Source: an optimization exercise on an open RTL-to-GDS flow (aim: small area, a short achievable clock period and few clock cycles). Production flows keep margins and buffers that such runs may drop.
In this exercise RTL edits were held to simulation tests only and were not proved equivalent to the original.
Power and IR drop assume default switching activity.

Setup of job 445:
## freqcalccore_v1_0_S00_AXI
module freqcalccore_v1_0_S00_AXI #
	(
		parameter integer FHT_B = 7,
		parameter integer FHT_N = 2 ** FHT_B,
		parameter IDLE = 3'b000,
		parameter PRELOAD = 3'b001,
		parameter PREMULT_1 = 3'b010,
		parameter PREMULT_2 = 3'b011,
		parameter ACCUMULATION = 3'b100,
		parameter SQUARING = 3'b101,
		parameter CONVERSION = 3'b110,
		parameter FIND_MAX = 3'b111,
		parameter integer PDM_DIV = 2,
		parameter integer SAMPLE_DIV = 256,
		parameter integer C_S_AXI_DATA_WIDTH	= 32,
		parameter integer C_S_AXI_ADDR_WIDTH	= 4
	)
	(
		input wire pdm_data,
		output wire pdm_clk,
		output wire pdm_lrsel,
		output wire led0,
		output wire led1,
		input wire  S_AXI_ACLK,
		input wire  S_AXI_ARESETN,
		input wire [C_S_AXI_ADDR_WIDTH-1 : 0] S_AXI_AWADDR,
		input wire [2 : 0] S_AXI_AWPROT,
		input wire  S_AXI_AWVALID,
		output wire  S_AXI_AWREADY,
		input wire [C_S_AXI_DATA_WIDTH-1 : 0] S_AXI_WDATA,
		input wire [(C_S_AXI_DATA_WIDTH/8)-1 : 0] S_AXI_WSTRB,
		input wire  S_AXI_WVALID,
		output wire  S_AXI_WREADY,
		output wire [1 : 0] S_AXI_BRESP,
		output wire  S_AXI_BVALID,
		input wire  S_AXI_BREADY,
		input wire [C_S_AXI_ADDR_WIDTH-1 : 0] S_AXI_ARADDR,
		input wire [2 : 0] S_AXI_ARPROT,
		input wire  S_AXI_ARVALID,
		output wire  S_AXI_ARREADY,
		output wire [C_S_AXI_DATA_WIDTH-1 : 0] S_AXI_RDATA,
		output wire [1 : 0] S_AXI_RRESP,
		output wire  S_AXI_RVALID,
		input wire  S_AXI_RREADY
	);
Size in the first run: roughly 6,200 cells after synthesis, ~1,300 flip-flops.
Settings: LEC_CHECK=0, ABC_AREA=1, CAP_MARGIN=20, CORE_MARGIN=2, CORE_UTILIZATION=50, CTS_BUF_LIST=sky130_fd_sc_hd__clkbuf_8, PLACE_DENSITY=0.75, SLEW_MARGIN=20; clock period 12.0 ns.
standard.sh (not shown) runs the stock make flow with config.mk's settings and CLKGATE_MAP_FILE= SYNTH_SCRIPT=/design/flow/synth_recipe.tcl, a recipe that flattens the netlist after the stock synthesis.
==> flow/flow/run.sh <==
#!/bin/bash
# Own layout flow: the standard flow (standard.sh, unchanged synthesis), with repair_timing
# aiming at a tighter setup margin so that the layout's reg-to-reg and port paths come out
# shorter; clock tree synthesis with larger sink clusters and without dummy balancing loads;
# and the port buffers (every port still gets one) made of buf_2 cells.  The clock period and
# the constraints are the design's (constraint.sdc).
set -euo pipefail
MARGIN=$(cat flow/margin.txt 2>/dev/null || echo 6)
CTS="-sink_clustering_enable -repair_clock_nets -dont_use_dummy_load -sink_clustering_size 20 -sink_clustering_max_diameter 65 -buf_list sky130_fd_sc_hd__clkbuf_8"
bash standard.sh SETUP_SLACK_MARGIN=$MARGIN TNS_END_PERCENT=100 "CTS_ARGS=$CTS" "BUFFER_PORTS_ARGS=-buffer_cell sky130_fd_sc_hd__buf_2" finish > standard_make.log 2>&1
==> flow/flow/margin.txt <==
6.8
Job 445 went all the way through synthesis, placement and routing and the layout is clean on timing, DRC and antenna.
Testbench counts of job 445, summed over its fixed seeds: cycles 180.
What job 3240 does differently from job 445 at the input level:
- CORE_UTILIZATION now 60, was 50
- ABC_AREA no longer set, was 1
- PLACE_DENSITY now 0.82, was 0.75
==> flow/flow/run.sh <==
#!/bin/bash
# Own layout flow: the standard flow (standard.sh, unchanged synthesis), with repair_timing
# aiming at a tighter setup margin so that the layout's reg-to-reg and port paths come out
# shorter.  The clock period and the constraints are the design's (constraint.sdc).
set -euo pipefail
MARGIN=$(cat flow/margin.txt 2>/dev/null || echo 6)
bash standard.sh SETUP_SLACK_MARGIN=$MARGIN TNS_END_PERCENT=100 finish > standard_make.log 2>&1
[summary]
Worst setup path category: input pin to primary output -> job 3240, flop to flop -> job 445
The lower total inserted antenna cells of job 3240 and job 445 is in job 3240.
Number of gates given a new drive strength after cts on job 3240 is up relative to job 445.
Looking at cell with the biggest individual delay on the critical path, the sky130_fd_sc_hd__fa_1 result is from job 445; the sky130_fd_sc_hd__clkdlybuf4s15_1 one comes from job 3240.
Job 3240 vs. job 445: data arrival time of the critical path fell 2.94 ns, total stage count of the critical path fell 25.
Between job 445 and job 3240, the flow reports overall power increasing by more than 10%.
Input-level comparison between job 3775 and job 3240:
- putting ABC_AREA at 1 where nothing was set
- swapping 0.82 for 0.75 in PLACE_DENSITY
- swapping 60 for 50 in CORE_UTILIZATION
==> flow/flow/run.sh <==
#!/bin/bash
# Own layout flow: the standard flow (standard.sh, unchanged synthesis), with repair_timing
# aiming at a tighter setup margin so that the layout's reg-to-reg and port paths come out
# shorter; clock tree synthesis with larger sink clusters and without dummy balancing loads;
# and the port buffers (every port still gets one) made of buf_2 cells.  The clock period and
# the constraints are the design's (constraint.sdc).
set -euo pipefail
MARGIN=$(cat flow/margin.txt 2>/dev/null || echo 6)
CTS="-sink_clustering_enable -repair_clock_nets -dont_use_dummy_load -sink_clustering_size 18 -sink_clustering_max_diameter 60 -buf_list sky130_fd_sc_hd__clkbuf_8"
bash standard.sh SETUP_SLACK_MARGIN=$MARGIN TNS_END_PERCENT=100 "CTS_ARGS=$CTS" "BUFFER_PORTS_ARGS=-buffer_cell sky130_fd_sc_hd__buf_2" finish > standard_make.log 2>&1
==> results.txt <==
- Job 3240 → job 3775: worst path required time climbed 2.92 ns, top fanout value on the critical path climbed 8, post-CTS resize count dropped about 4%.
- Max fraction of power consumed by the clock network across job 3240 and job 3775: job 3240
- Changes observed in job 3775 relative to job 3240: setup slack went up by 0.032 ns, met3 routing resource usage after global routing moved down, design area lower.
- [compare] base=job 3240 new=job 3775: sequential standard cell area neither gained nor lost much, cell area after synthesis lost 340 sq um, power dissipated by switching net loads lost 12%.
For job 9699, these inputs were changed with respect to job 3775:
==> flow/flow/run.sh <==
#!/bin/bash
# Own layout flow: the standard flow (standard.sh, unchanged synthesis), with repair_timing
# aiming at a tighter setup margin so that the layout's reg-to-reg and port paths come out
# shorter, and clock tree synthesis without dummy balancing loads.  The clock period and the
# constraints are the design's (constraint.sdc).
set -euo pipefail
MARGIN=$(cat flow/margin.txt 2>/dev/null || echo 6)
CTS="-sink_clustering_enable -repair_clock_nets -dont_use_dummy_load -buf_list sky130_fd_sc_hd__clkbuf_8"
bash standard.sh SETUP_SLACK_MARGIN=$MARGIN TNS_END_PERCENT=100 "CTS_ARGS=$CTS" finish > standard_make.log 2>&1
Findings:
Clock skew in job 9699 vs job 3775: up 0.016 ns. Of job 9699 and job 3775, it is job 9699 that has the lower count of non-CTS buffers in the layout. Portion of the layout cell area used by clock cells ends up lower on job 3775. The run showing the smaller setup slack is job 9699. Going from job 3775 to job 9699, the sequential share of layout area was found to have gone down by 1.1 points. Job 3775 → job 9699: worst endpoint data arrival time went down 2.84 ns, total power after layout went up 11%, number of global-route vias before repair went up about 3.3%, number of buffer and inverter instances along the worst setup path went down 6, number of setup violations in the final report held.
--- input diff job 9699..job 4211 ---
diff --git a/flow/flow/run.sh b/flow/flow/run.sh
--- a/flow/flow/run.sh
+++ b/flow/flow/run.sh
@@ -8 +8 @@
-CTS="-sink_clustering_enable -repair_clock_nets -dont_use_dummy_load -buf_list sky130_fd_sc_hd__clkbuf_8"
+CTS="-sink_clustering_enable -repair_clock_nets -dont_use_dummy_load -sink_clustering_size 15 -sink_clustering_max_diameter 80 -buf_list sky130_fd_sc_hd__clkbuf_8"
Results
The wire length on met1 in job 4211 sits 310 um below the value recorded for job 9699.
Utilization of the core after routing for job 4211: 1.1 points down relative to job 9699
DRC violation total after the first TritonRoute iteration in job 4211 is about 3.2% below job 9699.
Going from job 9699 to job 4211, fraction of power spent switching nets grows by 0.57 points.
Looking at job 4211 and job 9699, the register area is a wash.
Of job 4211 and job 9699, job 4211 shows the lower total design power, with job 9699 above it.

-- static timing again, ports no longer ideal --
Ports are ideal in the flow. The routed layouts listed here were re-timed in OpenROAD. Step 1: set_driving_cell puts a clkbuf_16 on S_AXI_ACLK and a buf_2 on each other input, an assumption about the parent block. Step 2 moves the port delays by t, midway between the first and last clock arrival at a register: inputs arrive t later, outputs are due t later. That takes back most of the time a late clock gives input paths. Three values: no drivers, after step 1, after step 2; two values: the first two.
run | t, ns | slack for setup (ns) | clock arrival spread, ns
job 445 | 0.832 | 6.833 / 6.833 / 6.833 | 0.133 / 0.133
job 3240 | 0.931 | 6.870 / 6.840 / 6.840 | 0.120 / 0.120
job 3775 | 0.832 | 6.902 / 6.902 / 6.902 | 0.134 / 0.135
job 9699 | 0.947 | 6.820 / 6.795 / 6.795 | 0.150 / 0.150
job 4211 | 0.851 | 6.820 / 6.795 / 6.795 | 0.107 / 0.107
After both steps every run listed still meets setup and hold. For job 3240, which loses most, drivers alone change the setup slack by -0.030 ns; drivers and shift together by -0.030 ns.
